This is an optimization exercise on Yosys and OpenROAD, whose aim is small area, not a production implementation.
Function was checked by simulation only, so behaviour that the tests miss may differ from the original.
No activity file was given, so power comes from the tool's default toggle rates.

==> flow/design.v <==
module VendingMachine(
  input        clock,
  input        reset,
  input  [4:0] io_price,
  input        io_coin2Raw,
  input        io_coin5Raw,
  input        io_buyRaw,
  output       io_releaseCan,
  output       io_alarm,
  output [6:0] io_seg,
  output [3:0] io_an
);
  reg  [5:0] c2Deb, c5Deb, buyDeb;
  reg  [2:0] st;
  reg  [6:0] sum;
  reg  [7:0] numCan;
  reg  [7:0] scr;
  reg  [3:0] pos1, pos2;
  reg  [4:0] tick;
  reg  [1:0] sel;
  wire [5:0] c2Deb_n, c5Deb_n, buyDeb_n;
  wire [2:0] st_n;
  wire [6:0] sum_n;
  wire [7:0] numCan_n, scr_n;
  wire [3:0] pos1_n, pos2_n;
  wire [4:0] tick_n;
  wire [1:0] sel_n;
  wire       coin2, coin5, buy, alarm, empty;
  deb_next u_c2(.x(c2Deb), .raw(io_coin2Raw), .reset(reset), .nx(c2Deb_n), .on(coin2));
  deb_next u_c5(.x(c5Deb), .raw(io_coin5Raw), .reset(reset), .nx(c5Deb_n), .on(coin5));
  deb_next u_buy(.x(buyDeb), .raw(io_buyRaw), .reset(reset), .nx(buyDeb_n), .on(buy));
  ctrl_next u_ctrl(.st(st), .sum(sum), .numCan(numCan), .coin2(coin2), .coin5(coin5),
    .buy(buy), .price(io_price), .reset(reset), .st_n(st_n), .sum_n(sum_n),
    .numCan_n(numCan_n), .releaseCan(io_releaseCan), .alarm(alarm), .empty(empty));
  scroll_next u_scroll(.scr(scr), .pos1(pos1), .pos2(pos2), .alarm(alarm), .empty(empty),
    .reset(reset), .scr_n(scr_n), .pos1_n(pos1_n), .pos2_n(pos2_n));
  tick_next u_tick(.tick(tick), .sel(sel), .reset(reset), .tick_n(tick_n), .sel_n(sel_n),
    .an(io_an));
  disp u_disp(.alarm(alarm), .empty(empty), .pos1(pos1), .pos2(pos2), .sel(sel),
    .sum(sum), .price(io_price), .seg(io_seg));
  assign io_alarm = alarm;
  always @(posedge clock) begin
    c2Deb  <= c2Deb_n;
    c5Deb  <= c5Deb_n;
    buyDeb <= buyDeb_n;
    st     <= st_n;
    sum    <= sum_n;
    numCan <= numCan_n;
    scr    <= scr_n;
    pos1   <= pos1_n;
    pos2   <= pos2_n;
    tick   <= tick_n;
    sel    <= sel_n;
  end
endmodule
module disp(
  input        alarm,
  input        empty,
  input  [3:0] pos1,
  input  [3:0] pos2,
  input  [1:0] sel,
  input  [6:0] sum,
  input  [4:0] price,
  output [6:0] seg
);
  wire [6:0] t1, t2, num;
  txt1 u_t1(.pos(pos1), .sel(sel), .y(t1));
  txt2 u_t2(.pos(pos2), .sel(sel), .y(t2));
  numseg u_num(.sel(sel), .sum(sum), .price(price), .o(num));
  assign seg = ~(alarm ? t2 : empty ? t1 : num);
endmodule
module deb_next(x, raw, reset, nx, on);
  input [5:0] x;
  wire [5:0] x;
  input raw;
  wire raw;
  input reset;
  wire reset;
  output [5:0] nx;
  wire [5:0] nx;
  output on;
  wire on;
  wire _00_;
  wire _01_;
  wire _02_;
  wire _03_;
  wire _04_;
  wire _05_;
  wire _06_;
  wire _07_;
  wire _08_;
  assign _00_ = (~(x[3])&~(x[2])&~(x[1])&~(x[4]));
  assign _01_ = (~(x[0])&~(_00_));
  assign _02_ = (~(_01_)) | (~(x[5]));
  assign _03_ = (~(raw));
  assign _04_ = (~(x[5]));
  assign _05_ = (~(_04_)) | (~(x[0]));
  assign nx[0] = (~(_02_)&~(reset)) | (~(_03_)&~(reset)) | (~(_05_)&~(reset));
  assign nx[4] = (~(raw)&~(reset)&(x[3]));
  assign _06_ = (~(raw)&~(x[2]));
  assign nx[3] = (~(reset)&~(_06_));
  assign _07_ = (~(raw)&~(x[1]));
  assign nx[2] = (~(reset)&~(_07_));
  assign _08_ = (~(x[0]));
  assign nx[1] = (~(_03_)&~(reset)) | (~(_08_)&~(reset));
  assign nx[5] = (~(raw)&~(reset)&(x[4]));
  assign on = (~(_00_)) | (~(_08_)) | (~(_04_));
endmodule
module ctrl_next(st, sum, numCan, coin2, coin5, buy, price, reset, st_n, sum_n, numCan_n, releaseCan, alarm, empty);
  input [2:0] st;
  wire [2:0] st;
  input [6:0] sum;
  wire [6:0] sum;
  input [7:0] numCan;
  wire [7:0] numCan;
  input coin2;
  wire coin2;
  input coin5;
  wire coin5;
  input buy;
  wire buy;
  input [4:0] price;
  wire [4:0] price;
  input reset;
  wire reset;
  output [2:0] st_n;
  wire [2:0] st_n;
  output [6:0] sum_n;
  wire [6:0] sum_n;
  output [7:0] numCan_n;
  wire [7:0] numCan_n;
  output releaseCan;
  wire releaseCan;
  output alarm;
  wire alarm;
  output empty;
  wire empty;
  wire _000_;
  wire _001_;
  wire _002_;
  wire _003_;
  wire _004_;
  wire _005_;
  wire _006_;
  wire _007_;
  wire _008_;
  wire _009_;
  wire _010_;
  wire _011_;
  wire _012_;
  wire _013_;
  wire _014_;
  wire _015_;
  wire _016_;
  wire _017_;
  wire _018_;
  wire _019_;
  wire _020_;
  wire _021_;
  wire _022_;
  wire _023_;
  wire _024_;
  wire _025_;
  wire _026_;
  wire _027_;
  wire _028_;
  wire _029_;
  wire _030_;
  wire _031_;
  wire _032_;
  wire _033_;
  wire _034_;
  wire _035_;
  wire _036_;
  wire _037_;
  wire _038_;
  wire _039_;
  wire _040_;
  wire _041_;
  wire _042_;
  wire _043_;
  wire _044_;
  wire _045_;
  wire _046_;
  wire _047_;
  wire _048_;
  wire _049_;
  wire _050_;
  wire _051_;
  wire _052_;
  wire _053_;
  wire _054_;
  wire _055_;
  wire _056_;
  wire _057_;
  wire _058_;
  wire _059_;
  wire _060_;
  wire _061_;
  wire _062_;
  wire _063_;
  wire _064_;
  wire _065_;
  wire _066_;
  wire _067_;
  wire _068_;
  wire _069_;
  wire _070_;
  wire _071_;
  wire _072_;
  wire _073_;
  wire _074_;
  wire _075_;
  wire _076_;
  wire _077_;
  wire _078_;
  wire _079_;
  wire _080_;
  wire _081_;
  wire _082_;
  wire _083_;
  wire _084_;
  wire _085_;
  wire _086_;
  wire _087_;
  wire _088_;
  wire _089_;
  wire _090_;
  wire _091_;
  wire _092_;
  assign _044_ = (~(coin2)&~(coin5));
  assign _045_ = (~(buy));
  assign _046_ = (~(_044_)) | (~(_045_));
  assign _047_ = (~(numCan[1])&~(numCan[6])&~(numCan[4])&~(numCan[7]));
  assign _048_ = (~(numCan[5]));
  assign _049_ = (~(numCan[3]));
  assign _050_ = (~(numCan[0])&~(numCan[2]));
  assign _051_ = (~(_047_)) | (~(_048_)) | (~(_049_)) | (~(_050_));
  assign _052_ = (~(st[0]));
  assign _053_ = (~(st[1])&~(_052_));
  assign _054_ = (~(_046_)&~(_051_)) | (~(_053_));
  assign _055_ = (~(sum[4]));
  assign _056_ = (~(price[4]));
  assign _057_ = (~(st[2]));
  assign _058_ = (~(_057_)) | (~(price[0]));
  assign _059_ = (~(sum[0])&~(_058_));
  assign _060_ = (~(sum[0])&~(coin2)&~(_057_)) | (~(coin5)&~(coin2)&~(_057_));
  assign _061_ = (~(_059_)&~(_060_)) | (~(price[1])&~(_060_));
  assign _062_ = (~(st[2])&~(price[1])&~(_059_));
  assign _063_ = (~(_061_)&~(_062_)) | (~(sum[1])&~(_062_));
  assign _064_ = (~(coin2)&~(_057_)&(coin5));
  assign _065_ = (~(_064_));
  assign _066_ = (~(st[2])&~(price[2])) | (~(_065_));
  assign _067_ = (~(_066_));
  assign _068_ = (~(_063_)) | (~(_067_));
  assign _069_ = (~(_067_)&~(_063_));
  assign _070_ = (~(_068_)&~(_069_)) | (~(sum[2])&~(_069_));
  assign _071_ = (~(st[2])&~(price[3])) | (~(_070_));
  assign _072_ = (~(st[2])&~(price[3])&~(_070_));
  assign _073_ = (~(sum[3])&~(_072_)) | (~(_071_)&~(_072_));
  assign _074_ = (~(_073_));
  assign _075_ = (~(sum[4])&~(_056_)) | (~(_074_));
  assign _076_ = (~(_055_)&~(price[4])) | (~(_075_));
  assign _077_ = (~(sum[6])&~(sum[5])&~(_045_)&~(_076_));
  assign _078_ = (~(reset));
  assign _079_ = (~(st[1])&~(_057_)) | (~(_078_));
  assign _080_ = (~(st[1])&~(_079_)) | (~(_057_)&~(_079_)) | (~(_045_)&~(_079_));
  assign st_n[1] = ((_054_)&(_080_)) | ((_077_)&(_080_));
  assign _081_ = (~(st[2])&~(_051_)) | (~(_044_));
  assign _082_ = (~(st[1]));
  assign _083_ = (~(buy)&~(_081_)) | (~(_082_));
  assign _084_ = (~(_083_)&~(_077_)) | (~(st[0]));
  assign st_n[0] = (~(_084_)) | (~(_080_));
  assign _085_ = (~(st[0])&~(st[1]));
  assign _086_ = (~(_085_));
  assign _087_ = (~(numCan[0])&~(st[2])&~(_086_));
  assign _088_ = (~(_087_));
  assign _089_ = (~(numCan[1])&~(_088_));
  assign _090_ = (~(_089_));
  assign _091_ = (~(numCan[2])&~(_090_));
  assign _092_ = (~(_091_));
  assign _000_ = (~(numCan[3])&~(_092_));
  assign _001_ = (~(_000_));
  assign _002_ = (~(numCan[4])&~(_001_));
  assign _003_ = (~(_002_));
  assign _004_ = (~(numCan[5])&~(_003_));
  assign _005_ = (~(_004_));
  assign _006_ = ((numCan[6])) | ((_005_));
  assign _007_ = (~(_005_)) | (~(numCan[6]));
  assign numCan_n[6] = (~(_006_)&~(reset)) | (~(_007_)&~(reset));
  assign _008_ = (~(_003_)) | (~(numCan[5]));
  assign numCan_n[5] = (~(_005_)&~(reset)) | (~(_008_)&~(reset));
  assign _009_ = (~(_001_)) | (~(numCan[4]));
  assign numCan_n[4] = (~(_003_)&~(reset)) | (~(_009_)&~(reset));
  assign _010_ = (~(_092_)) | (~(numCan[3]));
  assign numCan_n[3] = (~(_001_)&~(reset)) | (~(_010_)&~(reset));
  assign _011_ = (~(_090_)) | (~(numCan[2]));
  assign numCan_n[2] = (~(_092_)&~(reset)) | (~(_011_)&~(reset));
  assign _012_ = (~(_088_)&~(reset)) | (~(numCan[1])&~(reset));
  assign numCan_n[1] = (~(_090_)) | (~(_012_));
  assign _013_ = (~(st[2])&~(_086_)) | (~(numCan[0]));
  assign numCan_n[0] = (~(_088_)) | (~(_078_)) | (~(_013_));
  assign _014_ = (~(sum[5]));
  assign _015_ = (~(sum[3]));
  assign _016_ = (~(_015_)&~(_055_)&~(_057_)&~(_086_));
  assign _017_ = (~(_016_));
  assign _018_ = (~(_017_)&~(_070_));
  assign _019_ = (~(st[2])&~(_086_)&~(_076_));
  assign _020_ = (~(_018_)&~(_019_));
  assign _021_ = (~(_014_)&~(_020_)) | (~(_078_));
  assign sum_n[5] = (~(_014_)&~(_021_)) | (~(_020_)&~(_021_));
  assign _022_ = (~(st[2])&~(price[4])&~(_073_));
  assign _023_ = (~(_057_)&~(_074_)) | (~(_056_)&~(_074_));
  assign _024_ = (~(_086_)&~(_022_)&~(_023_));
  assign _025_ = (~(sum[4])&~(_024_)) | (~(_078_));
  assign sum_n[4] = (~(sum[4])&~(_025_)) | (~(_024_)&~(_025_));
  assign _026_ = (~(_071_)) | (~(_085_));
  assign _027_ = (~(_072_)&~(_026_));
  assign _028_ = (~(_027_)&~(reset)) | (~(sum[3])&~(reset));
  assign sum_n[3] = ((sum[3])&(_028_)) | ((_027_)&(_028_));
  assign _029_ = (~(_068_)) | (~(_085_));
  assign _030_ = (~(_069_)&~(_029_));
  assign _031_ = (~(_030_)&~(reset)) | (~(sum[2])&~(reset));
  assign sum_n[2] = ((sum[2])&(_031_)) | ((_030_)&(_031_));
  assign _032_ = (~(_061_)) | (~(_085_));
  assign _033_ = (~(_062_)&~(_032_));
  assign _034_ = (~(_033_)&~(reset)) | (~(sum[1])&~(reset));
  assign sum_n[1] = ((sum[1])&(_034_)) | ((_033_)&(_034_));
  assign _035_ = (~(_065_)&~(_086_)) | (~(_058_)&~(_086_));
  assign _036_ = (~(sum[0])&~(_035_)) | (~(_078_));
  assign sum_n[0] = (~(sum[0])&~(_036_)) | (~(_035_)&~(_036_));
  assign alarm = (~(st[2])&~(_052_)&~(_082_));
  assign _037_ = (~(_053_)&~(st[2])) | (~(_045_)&~(st[2]));
  assign _038_ = (~(_052_)&~(st[1])&~(_081_));
  assign st_n[2] = (~(reset)&~(_037_)&~(_038_));
  assign _039_ = ((numCan[7])&~(_006_)) | (~(numCan[7])&(_006_));
  assign numCan_n[7] = (~(reset)&~(_039_));
  assign _040_ = (~(_019_)) | (~(_014_));
  assign _041_ = (~(_018_)) | (~(sum[5]));
  assign _042_ = (~(_040_)) | (~(_041_));
  assign _043_ = (~(sum[6])&~(_042_)) | (~(_078_));
  assign sum_n[6] = (~(sum[6])&~(_043_)) | (~(_042_)&~(_043_));
  assign releaseCan = (~(st[0])&~(st[2]));
  assign empty = (~(_051_));
endmodule
module scroll_next(scr, pos1, pos2, alarm, empty, reset, scr_n, pos1_n, pos2_n);
  input [7:0] scr;
  wire [7:0] scr;
  input [3:0] pos1;
  wire [3:0] pos1;
  input [3:0] pos2;
  wire [3:0] pos2;
  input alarm;
  wire alarm;
  input empty;
  wire empty;
  input reset;
  wire reset;
  output [7:0] scr_n;
  wire [7:0] scr_n;
  output [3:0] pos1_n;
  wire [3:0] pos1_n;
  output [3:0] pos2_n;
  wire [3:0] pos2_n;
  wire _000_;
  wire _001_;
  wire _002_;
  wire _003_;
  wire _004_;
  wire _005_;
  wire _006_;
  wire _007_;
  wire _008_;
  wire _009_;
  wire _010_;
  wire _011_;
  wire _012_;
  wire _013_;
  wire _014_;
  wire _015_;
  wire _016_;
  wire _017_;
  wire _018_;
  wire _019_;
  wire _020_;
  wire _021_;
  wire _022_;
  wire _023_;
  wire _024_;
  wire _025_;
  wire _026_;
  wire _027_;
  wire _028_;
  wire _029_;
  wire _030_;
  wire _031_;
  wire _032_;
  wire _033_;
  wire _034_;
  wire _035_;
  wire _036_;
  wire _037_;
  wire _038_;
  wire _039_;
  wire _040_;
  wire _041_;
  wire _042_;
  wire _043_;
  wire _044_;
  wire _045_;
  wire _046_;
  wire _047_;
  wire _048_;
  assign _000_ = (~(pos1[1]));
  assign _001_ = (~(scr[3]));
  assign _002_ = (~(scr[7])&~(_001_));
  assign _003_ = (~(scr[6]));
  assign _004_ = (~(scr[1]));
  assign _005_ = (~(_002_)) | (~(_003_)) | (~(_004_));
  assign _006_ = (~(scr[4]));
  assign _007_ = (~(scr[5])&~(_006_));
  assign _008_ = (~(_007_)) | (~(scr[2])) | (~(scr[0]));
  assign _009_ = (~(_005_)&~(_008_));
  assign _010_ = (~(_009_)) | (~(pos1[0]));
  assign _011_ = (~(_000_)&~(_010_));
  assign _012_ = (~(pos1[2])&~(_011_));
  assign _013_ = (~(_010_));
  assign _014_ = (~(pos1[2]));
  assign _015_ = (~(_014_)&~(_000_));
  assign _016_ = (~(_013_)) | (~(_015_));
  assign _017_ = (~(_009_)&~(reset)) | (~(pos1[3])&~(reset)) | (~(_015_)&~(reset));
  assign _018_ = (~(_016_)) | (~(_017_));
  assign pos1_n[2] = (~(_012_)&~(_018_));
  assign _019_ = (~(pos1[1])&~(_013_)) | (~(_017_));
  assign pos1_n[1] = (~(_011_)&~(_019_));
  assign _020_ = (~(pos1[0])&~(_009_)) | (~(_017_));
  assign pos1_n[0] = (~(_013_)&~(_020_));
  assign _021_ = (~(alarm)&~(empty));
  assign _022_ = (~(reset));
  assign _023_ = (~(_021_)) | (~(_022_));
  assign _024_ = (~(scr[5]));
  assign _025_ = (~(reset)&~(_021_));
  assign _026_ = (~(_025_));
  assign scr_n[6] = (~(_024_)&~(_026_)) | (~(_003_)&~(_023_));
  assign _027_ = (~(_026_)&~(_009_));
  assign _028_ = (~(_027_));
  assign scr_n[5] = (~(_006_)&~(_028_)) | (~(_024_)&~(_023_));
  assign scr_n[4] = (~(_001_)&~(_028_)) | (~(_006_)&~(_023_));
  assign _029_ = (~(scr[2]));
  assign scr_n[3] = (~(_029_)&~(_028_)) | (~(_001_)&~(_023_));
  assign scr_n[2] = (~(_004_)&~(_026_)) | (~(_029_)&~(_023_));
  assign _030_ = (~(_027_)) | (~(scr[0]));
  assign scr_n[1] = (~(_004_)&~(_023_)) | (~(_030_));
  assign _031_ = (~(scr[4])&~(_024_));
  assign _032_ = (~(_007_)&~(_031_));
  assign _033_ = (~(scr[7]));
  assign _034_ = (~(scr[3])&~(_033_));
  assign _035_ = (~(_002_)&~(_034_));
  assign _036_ = (~(_032_)&~(_035_)) | ((_032_)&(_035_));
  assign _037_ = (~(scr[0])&~(_023_));
  assign scr_n[0] = (~(_036_)&~(_037_)) | (~(_027_)&~(_037_));
  assign _038_ = (~(pos2[1]));
  assign _039_ = (~(_009_)) | (~(pos2[0]));
  assign _040_ = (~(_038_)&~(_039_));
  assign _041_ = (~(_040_)&~(reset)) | (~(pos2[3])&~(reset));
  assign _042_ = (~(_041_));
  assign _043_ = (~(pos2[2])&~(_040_)) | ((pos2[2])&(_040_));
  assign pos2_n[2] = (~(_042_)&~(_043_));
  assign _044_ = (~(_039_));
  assign _045_ = (~(pos2[1])&~(_044_));
  assign pos2_n[1] = (~(reset)&~(_040_)&~(_045_));
  assign _046_ = (~(_040_)&~(pos2[3])) | (~(pos2[2])&~(pos2[3]));
  assign pos2_n[3] = (~(_046_)&~(_042_));
  assign _047_ = (~(pos2[0])&~(_009_)) | (~(_022_));
  assign pos2_n[0] = (~(_047_)&~(_044_));
  assign _048_ = (~(pos1[3]));
  assign pos1_n[3] = (~(_016_)&(_017_)) | (~(_048_)&(_017_));
  assign scr_n[7] = (~(_003_)&~(_026_)) | (~(_033_)&~(_023_));
endmodule
module tick_next(tick, sel, reset, tick_n, sel_n, an);
  input [4:0] tick;
  wire [4:0] tick;
  input [1:0] sel;
  wire [1:0] sel;
  input reset;
  wire reset;
  output [4:0] tick_n;
  wire [4:0] tick_n;
  output [1:0] sel_n;
  wire [1:0] sel_n;
  output [3:0] an;
  wire [3:0] an;
  wire _00_;
  wire _01_;
  wire _02_;
  wire _03_;
  wire _04_;
  wire _05_;
  wire _06_;
  wire _07_;
  wire _08_;
  wire _09_;
  wire _10_;
  wire _11_;
  wire _12_;
  wire _13_;
  assign _00_ = (~(tick[1]));
  assign _01_ = (~(tick[2]));
  assign _02_ = (~(tick[4])&~(_01_));
  assign _03_ = (~(_02_));
  assign _04_ = (~(_00_)&~(tick[0])&~(tick[3])&~(_03_));
  assign tick_n[2] = (~(reset)&~(_00_)&~(_04_));
  assign _05_ = (~(tick[0]));
  assign tick_n[1] = (~(reset)&~(_05_));
  assign _06_ = (~(_01_)&~(reset)) | (~(tick[4])&~(reset));
  assign tick_n[0] = (~(_03_)) | (~(_06_));
  assign _07_ = (~(sel[1]));
  assign _08_ = (~(sel[0]));
  assign an[0] = (~(_07_)) | (~(_08_));
  assign an[1] = (~(_07_)) | (~(sel[0]));
  assign _09_ = (~(reset));
  assign _10_ = (~(sel[0])&~(_04_)) | (~(_09_));
  assign sel_n[0] = (~(sel[0])&~(_10_)) | (~(_04_)&~(_10_));
  assign an[2] = (~(_08_)) | (~(sel[1]));
  assign an[3] = (~(sel[1])) | (~(sel[0]));
  assign _11_ = (~(_04_)) | (~(sel[0]));
  assign _12_ = (~(_07_)&~(_11_)) | (~(_09_));
  assign sel_n[1] = (~(_07_)&~(_12_)) | (~(_11_)&~(_12_));
  assign _13_ = (~(tick[3]));
  assign tick_n[4] = (~(reset)&~(_13_));
  assign tick_n[3] = (~(reset)&~(_01_)&~(_04_));
endmodule
module txt1(pos, sel, y);
  input [3:0] pos;
  wire [3:0] pos;
  input [1:0] sel;
  wire [1:0] sel;
  output [6:0] y;
  wire [6:0] y;
  wire _00_;
  wire _01_;
  wire _02_;
  wire _03_;
  wire _04_;
  wire _05_;
  wire _06_;
  wire _07_;
  wire _08_;
  wire _09_;
  wire _10_;
  wire _11_;
  wire _12_;
  wire _13_;
  wire _14_;
  wire _15_;
  wire _16_;
  wire _17_;
  wire _18_;
  wire _19_;
  wire _20_;
  wire _21_;
  wire _22_;
  wire _23_;
  wire _24_;
  wire _25_;
  wire _26_;
  wire _27_;
  wire _28_;
  wire _29_;
  wire _30_;
  wire _31_;
  wire _32_;
  wire _33_;
  wire _34_;
  wire _35_;
  wire _36_;
  wire _37_;
  wire _38_;
  wire _39_;
  wire _40_;
  assign _00_ = (~(pos[0]));
  assign _01_ = (~(pos[1]));
  assign _02_ = (~(_01_)) | (~(sel[1]));
  assign _03_ = (~(_02_));
  assign _04_ = (~(pos[2]));
  assign _05_ = (~(_00_)&~(_03_)) | (~(_04_));
  assign _06_ = (~(_02_)) | (~(pos[2]));
  assign _07_ = (~(_05_)) | (~(_06_));
  assign _08_ = (~(sel[1])&~(_01_));
  assign _09_ = ((_04_)&~(_08_)) | (~(_04_)&(_08_));
  assign _10_ = (~(sel[0]));
  assign _11_ = (~(pos[0])&~(_10_));
  assign _12_ = (~(sel[0])&~(_00_));
  assign _13_ = (~(_09_)&~(_12_)) | (~(_11_)&~(_12_));
  assign _14_ = (~(_11_));
  assign _15_ = (~(_14_)&~(_09_));
  assign _16_ = (~(_15_));
  assign _17_ = (~(_07_)&~(_13_)) | (~(_16_));
  assign _18_ = ((pos[3])&~(_06_)) | (~(pos[3])&(_06_));
  assign _19_ = (~(_13_));
  assign _20_ = (~(_18_)&~(_19_));
  assign _21_ = (~(_17_)&~(_20_));
  assign y[5] = (~(_21_));
  assign _22_ = (~(pos[3])&~(_14_));
  assign _23_ = (~(_13_)) | (~(_09_));
  assign _24_ = (~(_18_)&~(_23_));
  assign _25_ = (~(_22_)&~(_24_)) | (~(_08_));
  assign _26_ = (~(_08_)&~(_03_));
  assign _27_ = (~(_26_));
  assign _28_ = (~(pos[3])&~(_11_)&~(_27_));
  assign _29_ = (~(pos[2])&~(_12_));
  assign _30_ = (~(_29_)&~(_22_)) | (~(pos[3])&~(pos[2]));
  assign _31_ = (~(_02_)&~(_30_));
  assign _32_ = (~(_28_)&~(_31_));
  assign y[2] = (~(_25_)) | (~(_32_));
  assign _33_ = (~(y[5])&~(y[2]));
  assign _34_ = (~(y[2])) | (~(y[5]));
  assign _35_ = (~(_34_));
  assign _36_ = (~(_15_)&~(_28_));
  assign y[4] = (~(_33_)&~(_35_)) | (~(_36_));
  assign _37_ = (~(_17_));
  assign y[3] = (~(_18_)&~(_23_)) | (~(_37_));
  assign y[1] = (~(_36_)&~(_34_));
  assign _38_ = (~(_19_)) | (~(_26_));
  assign _39_ = (~(_13_)) | (~(_27_));
  assign y[0] = (~(pos[3])&~(_21_)) | (~(_38_)&~(_21_)) | (~(_39_)&~(_21_));
  assign _40_ = (~(pos[3])&~(_37_)) | (~(_27_)&~(_30_));
  assign y[6] = (~(_40_)&~(_33_));
endmodule
module txt2(pos, sel, y);
  input [3:0] pos;
  wire [3:0] pos;
  input [1:0] sel;
  wire [1:0] sel;
  output [6:0] y;
  wire [6:0] y;
  wire _00_;
  wire _01_;
  wire _02_;
  wire _03_;
  wire _04_;
  wire _05_;
  wire _06_;
  wire _07_;
  wire _08_;
  wire _09_;
  wire _10_;
  wire _11_;
  wire _12_;
  wire _13_;
  wire _14_;
  wire _15_;
  wire _16_;
  wire _17_;
  wire _18_;
  wire _19_;
  wire _20_;
  wire _21_;
  wire _22_;
  wire _23_;
  wire _24_;
  wire _25_;
  wire _26_;
  assign _00_ = (~(pos[3]));
  assign _01_ = (~(sel[1]));
  assign _02_ = (~(pos[1])&~(_01_));
  assign _03_ = (~(sel[0]));
  assign _04_ = (~(_02_));
  assign _05_ = (~(_01_)) | (~(pos[1]));
  assign _06_ = (~(_04_)) | (~(_05_));
  assign _07_ = (~(pos[0])&~(_03_)&~(_06_));
  assign _08_ = (~(_02_)&~(_07_));
  assign _09_ = (~(pos[2])&~(_08_));
  assign _10_ = (~(_00_)&~(_09_));
  assign _11_ = (~(_03_)) | (~(pos[0]));
  assign _12_ = (~(pos[2]));
  assign _13_ = (~(_05_)&~(_00_)) | (~(_11_)&~(_00_)) | (~(_12_)&~(_00_));
  assign _14_ = (~(_09_)) | (~(_00_));
  assign _15_ = (~(_11_));
  assign _16_ = (~(_06_)&~(_07_)) | (~(_15_)&~(_07_));
  assign _17_ = (~(_14_)) | (~(_16_));
  assign y[1] = (~(_13_)&~(_17_));
  assign _18_ = (~(y[1]));
  assign y[5] = (~(_10_)&~(_18_));
  assign _19_ = (~(pos[0])&~(_03_)) | (~(_00_));
  assign _20_ = (~(_15_)&~(_19_));
  assign _21_ = (~(_20_)) | (~(_04_)) | (~(_05_));
  assign _22_ = (~(y[5])) | (~(_21_));
  assign _23_ = (~(_08_)) | (~(pos[2]));
  assign _24_ = (~(_23_)) | (~(_00_));
  assign _25_ = (~(_00_)&~(_09_)) | (~(_24_));
  assign y[4] = (~(_22_)) | (~(_25_));
  assign _26_ = (~(_12_)&~(_21_));
  assign y[3] = (~(_26_)&~(_18_));
  assign y[2] = (~(_10_)&~(_26_)&~(_18_));
  assign y[0] = (~(_20_)&~(_18_)) | (~(_23_)&~(_18_));
  assign y[6] = (~(_16_)&~(_25_)) | (~(_21_));
endmodule
module numseg(sel, sum, price, o);
  input [1:0] sel;
  wire [1:0] sel;
  input [6:0] sum;
  wire [6:0] sum;
  input [4:0] price;
  wire [4:0] price;
  output [6:0] o;
  wire [6:0] o;
  wire _000_;
  wire _001_;
  wire _002_;
  wire _003_;
  wire _004_;
  wire _005_;
  wire _006_;
  wire _007_;
  wire _008_;
  wire _009_;
  wire _010_;
  wire _011_;
  wire _012_;
  wire _013_;
  wire _014_;
  wire _015_;
  wire _016_;
  wire _017_;
  wire _018_;
  wire _019_;
  wire _020_;
  wire _021_;
  wire _022_;
  wire _023_;
  wire _024_;
  wire _025_;
  wire _026_;
  wire _027_;
  wire _028_;
  wire _029_;
  wire _030_;
  wire _031_;
  wire _032_;
  wire _033_;
  wire _034_;
  wire _035_;
  wire _036_;
  wire _037_;
  wire _038_;
  wire _039_;
  wire _040_;
  wire _041_;
  wire _042_;
  wire _043_;
  wire _044_;
  wire _045_;
  wire _046_;
  wire _047_;
  wire _048_;
  wire _049_;
  wire _050_;
  wire _051_;
  wire _052_;
  wire _053_;
  wire _054_;
  wire _055_;
  wire _056_;
  wire _057_;
  wire _058_;
  wire _059_;
  wire _060_;
  wire _061_;
  wire _062_;
  wire _063_;
  wire _064_;
  wire _065_;
  wire _066_;
  wire _067_;
  wire _068_;
  wire _069_;
  assign _000_ = (~(sel[1]));
  assign _001_ = (~(sum[4]));
  assign _002_ = (~(_000_)) | (~(price[4]));
  assign _003_ = (~(sum[6])&~(_000_)&~(_001_)) | (~(_002_));
  assign _004_ = ((sum[3])) | ((_003_));
  assign _005_ = (~(sum[5]));
  assign _006_ = (~(sum[6])&~(_005_)&~(_000_));
  assign _007_ = (~(sum[6]));
  assign _008_ = (~(_000_)&~(_007_));
  assign _009_ = (~(_008_));
  assign _010_ = (~(sum[5])&~(sum[4])&~(_009_));
  assign _011_ = (~(_004_)&~(_010_)) | (~(_006_)&~(_010_));
  assign _012_ = ((sum[2])) | ((_000_));
  assign _013_ = (~(sel[1])&~(price[2])) | (~(_012_));
  assign _014_ = (~(_013_));
  assign _015_ = (~(sel[1])&~(price[3]));
  assign _016_ = (~(sum[3])&~(_000_));
  assign _017_ = (~(_015_)&~(_016_));
  assign _018_ = ((_011_)&(_017_));
  assign _019_ = (~(_014_)&~(_018_));
  assign _020_ = (~(_019_)) | (~(_001_));
  assign _021_ = (~(_005_)&~(_009_));
  assign _022_ = (~(_020_)) | (~(_021_));
  assign _023_ = (~(_022_)) | (~(sel[0]));
  assign _024_ = (~(_010_));
  assign _025_ = (~(_016_)) | (~(sum[5])) | (~(_007_));
  assign _026_ = (~(_017_)&~(_011_));
  assign _027_ = (~(_024_)&~(_026_)) | (~(_025_)&~(_026_));
  assign _028_ = (~(_003_)&~(_021_)) | (~(_025_));
  assign _029_ = (~(_028_)&~(_019_)) | (~(_024_));
  assign _030_ = (~(_027_)&~(_029_));
  assign _031_ = (~(_014_)&~(_030_));
  assign _032_ = (~(_030_));
  assign _033_ = (~(_013_)&~(_032_));
  assign _034_ = (~(_031_)&~(_033_));
  assign _035_ = (~(_027_));
  assign _036_ = (~(_028_)&~(_029_)) | (~(_035_));
  assign _037_ = (~(price[1])&~(sel[1])) | (~(sum[1])&(sel[1]));
  assign _038_ = (~(_026_)&~(_018_));
  assign _039_ = ((_038_)&~(_031_)) | (~(_038_)&(_031_));
  assign _040_ = (~(_034_)&~(_039_)) | (~(_037_)&~(_039_));
  assign _041_ = (~(_036_)&~(_040_)) | (~(_037_));
  assign _042_ = ((_034_)&~(_041_)) | (~(_034_)&(_041_));
  assign _043_ = (~(sel[0]));
  assign _044_ = (~(_022_)) | (~(_043_));
  assign _045_ = (~(_044_));
  assign _046_ = (~(_042_)) | (~(_045_));
  assign _047_ = (~(_011_)&~(_023_)) | (~(_046_));
  assign _048_ = (~(_036_));
  assign _049_ = (~(_039_)) | (~(_048_));
  assign _050_ = (~(_037_)&~(_049_)) | (~(_041_));
  assign _051_ = (~(_050_)) | (~(_045_));
  assign _052_ = (~(_023_));
  assign _053_ = (~(_052_)) | (~(_032_));
  assign _054_ = (~(_051_)) | (~(_053_));
  assign _055_ = (~(_054_));
  assign _056_ = (~(_044_)&~(_040_));
  assign _057_ = (~(_008_)&~(_056_)) | (~(_008_)&~(_049_)) | (~(_052_)&~(_056_)) | (~(_052_)&~(_049_));
  assign _058_ = (~(_055_)) | (~(_057_));
  assign _059_ = (~(price[0])&~(sel[1])) | (~(sum[0])&(sel[1]));
  assign _060_ = (~(_036_)&~(_040_));
  assign _061_ = (~(_023_)&~(_060_)) | (~(_044_)&~(_059_));
  assign _062_ = (~(_058_));
  assign _063_ = (~(_061_)&~(_062_));
  assign o[4] = (~(_047_)&~(_058_)) | ((_063_));
  assign _064_ = ((_061_)&~(_047_)) | (~(_061_)&(_047_));
  assign _065_ = (~(_061_));
  assign _066_ = (~(_047_));
  assign _067_ = (~(_055_)&~(_065_)&~(_066_));
  assign o[3] = (~(_064_)&~(_067_)) | (~(_055_)&~(_067_));
  assign _068_ = (~(_065_)&~(_058_));
  assign o[1] = (~(_063_)&~(_068_)) | (~(_047_)&~(_068_));
  assign o[5] = (~(o[1])) | (~(_054_));
  assign _069_ = (~(o[5])) | (~(_065_));
  assign o[2] = (~(_069_)) | (~(o[4]));
  assign o[0] = (~(_064_)) | (~(_062_));
  assign o[6] = (~(_066_)&~(_067_)) | (~(_062_)&~(_067_));
endmodule
==> flow/run.sh <==
#!/bin/bash
# synth_recipe.tcl (not shown) runs the flow's synth.tcl, then flattens the netlist and writes it again
# the make line also repeats each setting of config.mk as NAME=value (left out here)
make -C /OpenROAD-flow-scripts/flow DESIGN_CONFIG=/design/flow/config.mk WORK_HOME=/design/flow/orfs CLKGATE_MAP_FILE= SYNTH_SCRIPT=/design/flow/synth_recipe.tcl finish
==> flow/config.mk <==
export PLATFORM = sky130hd
export DESIGN_NAME = VendingMachine
export DESIGN_NICKNAME = VendingMachine
export VERILOG_FILES = /design/flow/design.v
export SDC_FILE = /design/flow/constraint.sdc
export NUM_CORES = 4
export LEC_CHECK = 0
export ABC_AREA = 1
export CAP_MARGIN = 20
export CORE_MARGIN = 2
export CORE_UTILIZATION = 60
export SLEW_MARGIN = 20
==> flow/constraint.sdc <==
create_clock -name core_clock -period 10.0 [get_ports {clock}]
set_input_delay 2.0000 -clock core_clock [delete_from_list [all_inputs] [get_ports {clock}]]
set_output_delay 2.0000 -clock core_clock [all_outputs]
set_load 0.01 [all_outputs]
==> run summary <==
-- logic make-up after synthesis --
logic type	after synthesis
simple gates	253
xor+xnor	5
buf+inv	98
flops	59
fa+ha+maj	13
compound gates	89
-- placed cells by master (no fill, tap or decap), types with 3 or more instances in the layout --
cell and instances:
sky130_fd_sc_hd__nor2_4 4, sky130_fd_sc_hd__nand2_2 9, sky130_fd_sc_hd__nand3_1 33, sky130_fd_sc_hd__clkinv_2 3, sky130_fd_sc_hd__clkdlybuf4s50_1 22, sky130_fd_sc_hd__inv_2 14, sky130_fd_sc_hd__nor4_1 4, sky130_fd_sc_hd__nor2_2 6
sky130_fd_sc_hd__nand3_2 7, sky130_fd_sc_hd__nand2_1 114, sky130_fd_sc_hd__o21ai_0 24, sky130_fd_sc_hd__inv_1 73, sky130_fd_sc_hd__nand4_1 8, sky130_fd_sc_hd__a21oi_1 33, sky130_fd_sc_hd__dfxtp_1 59, sky130_fd_sc_hd__xor2_1 3
sky130_fd_sc_hd__nor3_1 5, sky130_fd_sc_hd__o22ai_1 8, sky130_fd_sc_hd__o21ai_1 8, sky130_fd_sc_hd__clkbuf_8 9, sky130_fd_sc_hd__a31oi_1 3, sky130_fd_sc_hd__ha_1 13, sky130_fd_sc_hd__nor2_1 46, sky130_fd_sc_hd__nor3b_1 6
-- state kept, by name (all words and copies together), names as in the netlist --
register	cells
scr	8
sum	7
sel	2
c5Deb	6
pos2	4
c2Deb	6
tick	5
numCan	8
buyDeb	6
st	3
pos1	4
-- routing by layer --
metal,part of all wire [%],up-vias,routed length [um],GRT usage [%]
li1,-,1736,-,-
met1,47,1491,3530,31.4
met2,46,95,3470,42.6
met3,5.4,13,409,5.06
met4,1.4,0,103,10.0
met5,0,-,0,0
-- power by group through the flow --
stage               Combinational (mW)  Sequential (mW)  Clock, mW
floorplan                       0.0978            0.266          0
CTS                              0.139            0.266      0.185
detailed placement               0.138            0.271          0
finish                           0.140            0.267      0.179
global route                     0.156            0.268      0.193
global placement                 0.136            0.271          0
-- per-stage QoR --
step                power [mW]  utilization (%)  instance area, sq um  hold WS [ns]  std cells
global route             0.618             71.0                  3960         0.468        620
global placement         0.406             68.1                  3800         0.416        604
floorplan                0.364                -                  3520         0.403        517
finish                   0.585             71.0                  3960         0.437        620
CTS                      0.590             71.0                  3960         0.436        620
detailed placement       0.409             68.1                  3800         0.420        604
-- final timing paths --
path / cells after the start / to / startpoint / slack [ns]
min reg2reg: 2 / tick[1] / tick[0] / 0.44
max: 26 / io_seg[2] / io_price[4] / 2.38
min: 2 / tick[1] / tick[0] / 0.44
max reg2reg: 14 / sum[4] / st[2] / 7.90
-- cells in the mapped netlist, types with 6 or more instances --
cell,number,share of area [%]
sky130_fd_sc_hd__a21oi_1,33,4.7
sky130_fd_sc_hd__dfxtp_1,59,34
sky130_fd_sc_hd__ha_1,13,4.6
sky130_fd_sc_hd__inv_1,73,7.8
sky130_fd_sc_hd__inv_2,14,1.5
sky130_fd_sc_hd__nand2_1,114,12
sky130_fd_sc_hd__nand2_2,9,1.6
sky130_fd_sc_hd__nand3_1,33,4.7
sky130_fd_sc_hd__nand3_2,7,2.0
sky130_fd_sc_hd__nand4_1,8,1.4
sky130_fd_sc_hd__nor2_1,46,4.9
sky130_fd_sc_hd__nor2_2,6,1.1
sky130_fd_sc_hd__nor3b_1,6,1.3
sky130_fd_sc_hd__o21ai_0,24,3.4
sky130_fd_sc_hd__o21ai_1,8,1.1
sky130_fd_sc_hd__o22ai_1,8,1.4
-- worst max-delay path: cells and delay by family --
kind / cells / cell delay, ns
compound gates: 2 / 0.43
buf+inv: 5 / 1.26
simple gates: 17 / 1.40
fa+ha+maj: 2 / 0.52
-- area by class of cell --
class	instances	area share, %
sequential	59	29.8
multi-input combinational	360	49.3
tap	72	2.27
timing repair buffer	24	5.94
clock buffer	11	3.32
clock inverter	5	0.758
inverter	89	8.63
==> insert_results.sql <==
INSERT INTO impl_metrics (metric_group, metric, value, unit) VALUES
('status', 'outcome', 'no timing/DRC/antenna violations', ''),
('pwr', 'p_sw_share', '32.0', '%'),
('logic_synthesis', 'synthAdderAreaFrac', '4.61', '%'),
('logic_synthesis', 'area_of_the_mapped_netlist', '3520', 'sq um'),
('final_layout', 'design.final.nets', '566', ''),
('floorplanning', 'die-area', '6500', 'sq um'),
('pwr', 'p_int', '0.398', 'mW'),
('grt', 'grt_antenna_before_repair', '0', ''),
('logic_synthesis', 'synth.mux.area_fraction', '0', '%'),
('worst_setup_path', 'crit_path_max_fanout', '4', ''),
('logic_synthesis', 'synthesis.instances', '517', ''),
('logic_synthesis', 'mean_cell_area_of_the_mapped_netlist', '6.82', 'sq um'),
('timing', 'setup_violations', '0', ''),
('clocking', 'clock-root-buffer', 'sky130_fd_sc_hd__clkbuf_8', ''),
('grt', 'grt_first_pass_wirelength', '12800', 'um'),
('pwr', 'power.net_switching', '0.187', 'mW'),
('worst_setup_path', 'required', '8.00', 'ns'),
('timing', 'timing.fmax', '131', 'MHz'),
('floorplanning', 'die_outline_height', '80.6', 'um'),
('drt', 'ant_nets', '0', ''),
('worst_setup_path', 'setup.worst_path.start_class', 'input port', ''),
('worst_setup_path', 'worst_ep_arrival_time', '5.62', 'ns'),
('clocking', 'clk_pin_slew', '0.06', 'ns'),
('pwr', 'power_leakage', '1.80', 'nW'),
('placed_design', 'preCtsSetupSlack', '2.41', 'ns'),
('timing', 'grt_setup_unrepaired', 'no', ''),
('floorplanning', 'floorplan.rows', '27', ''),
('logic_synthesis', 'synth_seq_cells', '59', ''),
('timing', 'fin_tns_setup', '0', 'ns'),
('grt', 'grt_usage', '25.2', '%'),
('timing', 'min_period', '7.62', 'ns'),
('drt', 'drtIter0Drc', '163', ''),
('timing', 'final_worst_slack', '2.38', 'ns'),
('logic_synthesis', 'compound_gate_portion_of_the_synthesized_area', '14.3', '%'),
('clocking', 'clk-insertion-delay-late', '0.33', 'ns'),
('final_layout', 'drive_gt1_share', '12.2', '%'),
('timing', 'timing.final.max_slew_violations', '0', ''),
('pwr', 'power_frac_clock', '30.6', '%'),
('logic_synthesis', 'synth_simple_gate_area_share', '35.1', '%'),
('floorplanning', 'core_area', '5570', 'sq um'),
('job', 'cap_viol_max_count', '0', ''),
('final_layout', 'area.growth.synth_to_final', '12.4', '%'),
('clocking', 'count_of_buffers_added_by_post_cts_timing_repair_for_setup', '0', ''),
('drt', 'viasPerCell', '5.38', ''),
('final_layout', 'nFillCells', '486', ''),
('logic_synthesis', 'yosys_warnings', '1', ''),
('worst_setup_path', 'timing.setup.critical_path_class', 'in2out', ''),
('logic_synthesis', 'post_synthesis_sequential_area_ratio', '33.5', '%'),
('logic_synthesis', 'synthesis.nets', '540', ''),
('logic_synthesis', 'synth-xor-area-share', '1.24', '%'),
('drt', 'dr_total_vias', '3335', ''),
('floorplanning', 'fp.dieW', '80.6', 'um'),
('drt', 'totalWireLength', '7510', 'um'),
('logic_synthesis', 'unique_masters_post_synth', '45', ''),
('pwr', 'powerDensity', '148', 'nW/um^2'),
('clocking', 'cts_tree', 'done', ''),
('placed_design', 'dpl.hpwl', '5760', 'um'),
('drt', 'drt_pre_antenna_iters', '5', ''),
('logic_synthesis', 'synth_ff_type', 'sky130_fd_sc_hd__dfxtp_1', ''),
('clocking', 'cts.repair.resized', '0', ''),
('grt', 'grt_pass1_vias', '3008', ''),
('worst_setup_path', 'critical_path.slowest_cell', 'sky130_fd_sc_hd__clkdlybuf4s50_1', ''),
('final_layout', 'multiInputGateArea', '1950', 'sq um'),
('worst_setup_path', 'cp-end-kind', 'output pin', ''),
('timing', 'fin_skew', '0.00487', 'ns'),
('logic_synthesis', 'main_combinational_cell_family_by_area_after_synthesis', 'simple AND/OR/NAND/NOR gates', ''),
('grt', 'gr-total-overflow', '0', ''),
('drt', 'routedWlPerCell', '12.1', 'um'),
('timing', 'final_hold_vio_count', '0', ''),
('final_layout', 'num_antenna_cells', '0', ''),
('clocking', 'postCtsHoldBufs', '0', '');

==> separate check: timing with driven ports <==
In the flow no input, the clock included, has a driving cell. The finished layout below was timed again as built, in two steps.
Step 1: set_driving_cell puts a clkbuf_16 on clock and a buf_2 on each other input, an assumption about the parent block.
Step 2 moves the port delays by t, midway between the first and last clock arrival at a register: inputs arrive t later, outputs are due t later. That takes back most of the time a late clock gives input paths.
a / b / c = ideal ports / drivers / drivers and shift; a / b = the first two.
shift t [ns]: 0.359
slack for setup (ns): 2.376 / 2.352 / 2.352
worst hold slack (ns): 0.437 / 0.437 / 0.437
worst register clock-pin slew, ns: 0.07 / 0.07
After both steps this run still meets setup and hold. For this run, drivers alone change the setup slack by -0.024 ns; drivers and shift together by -0.024 ns.
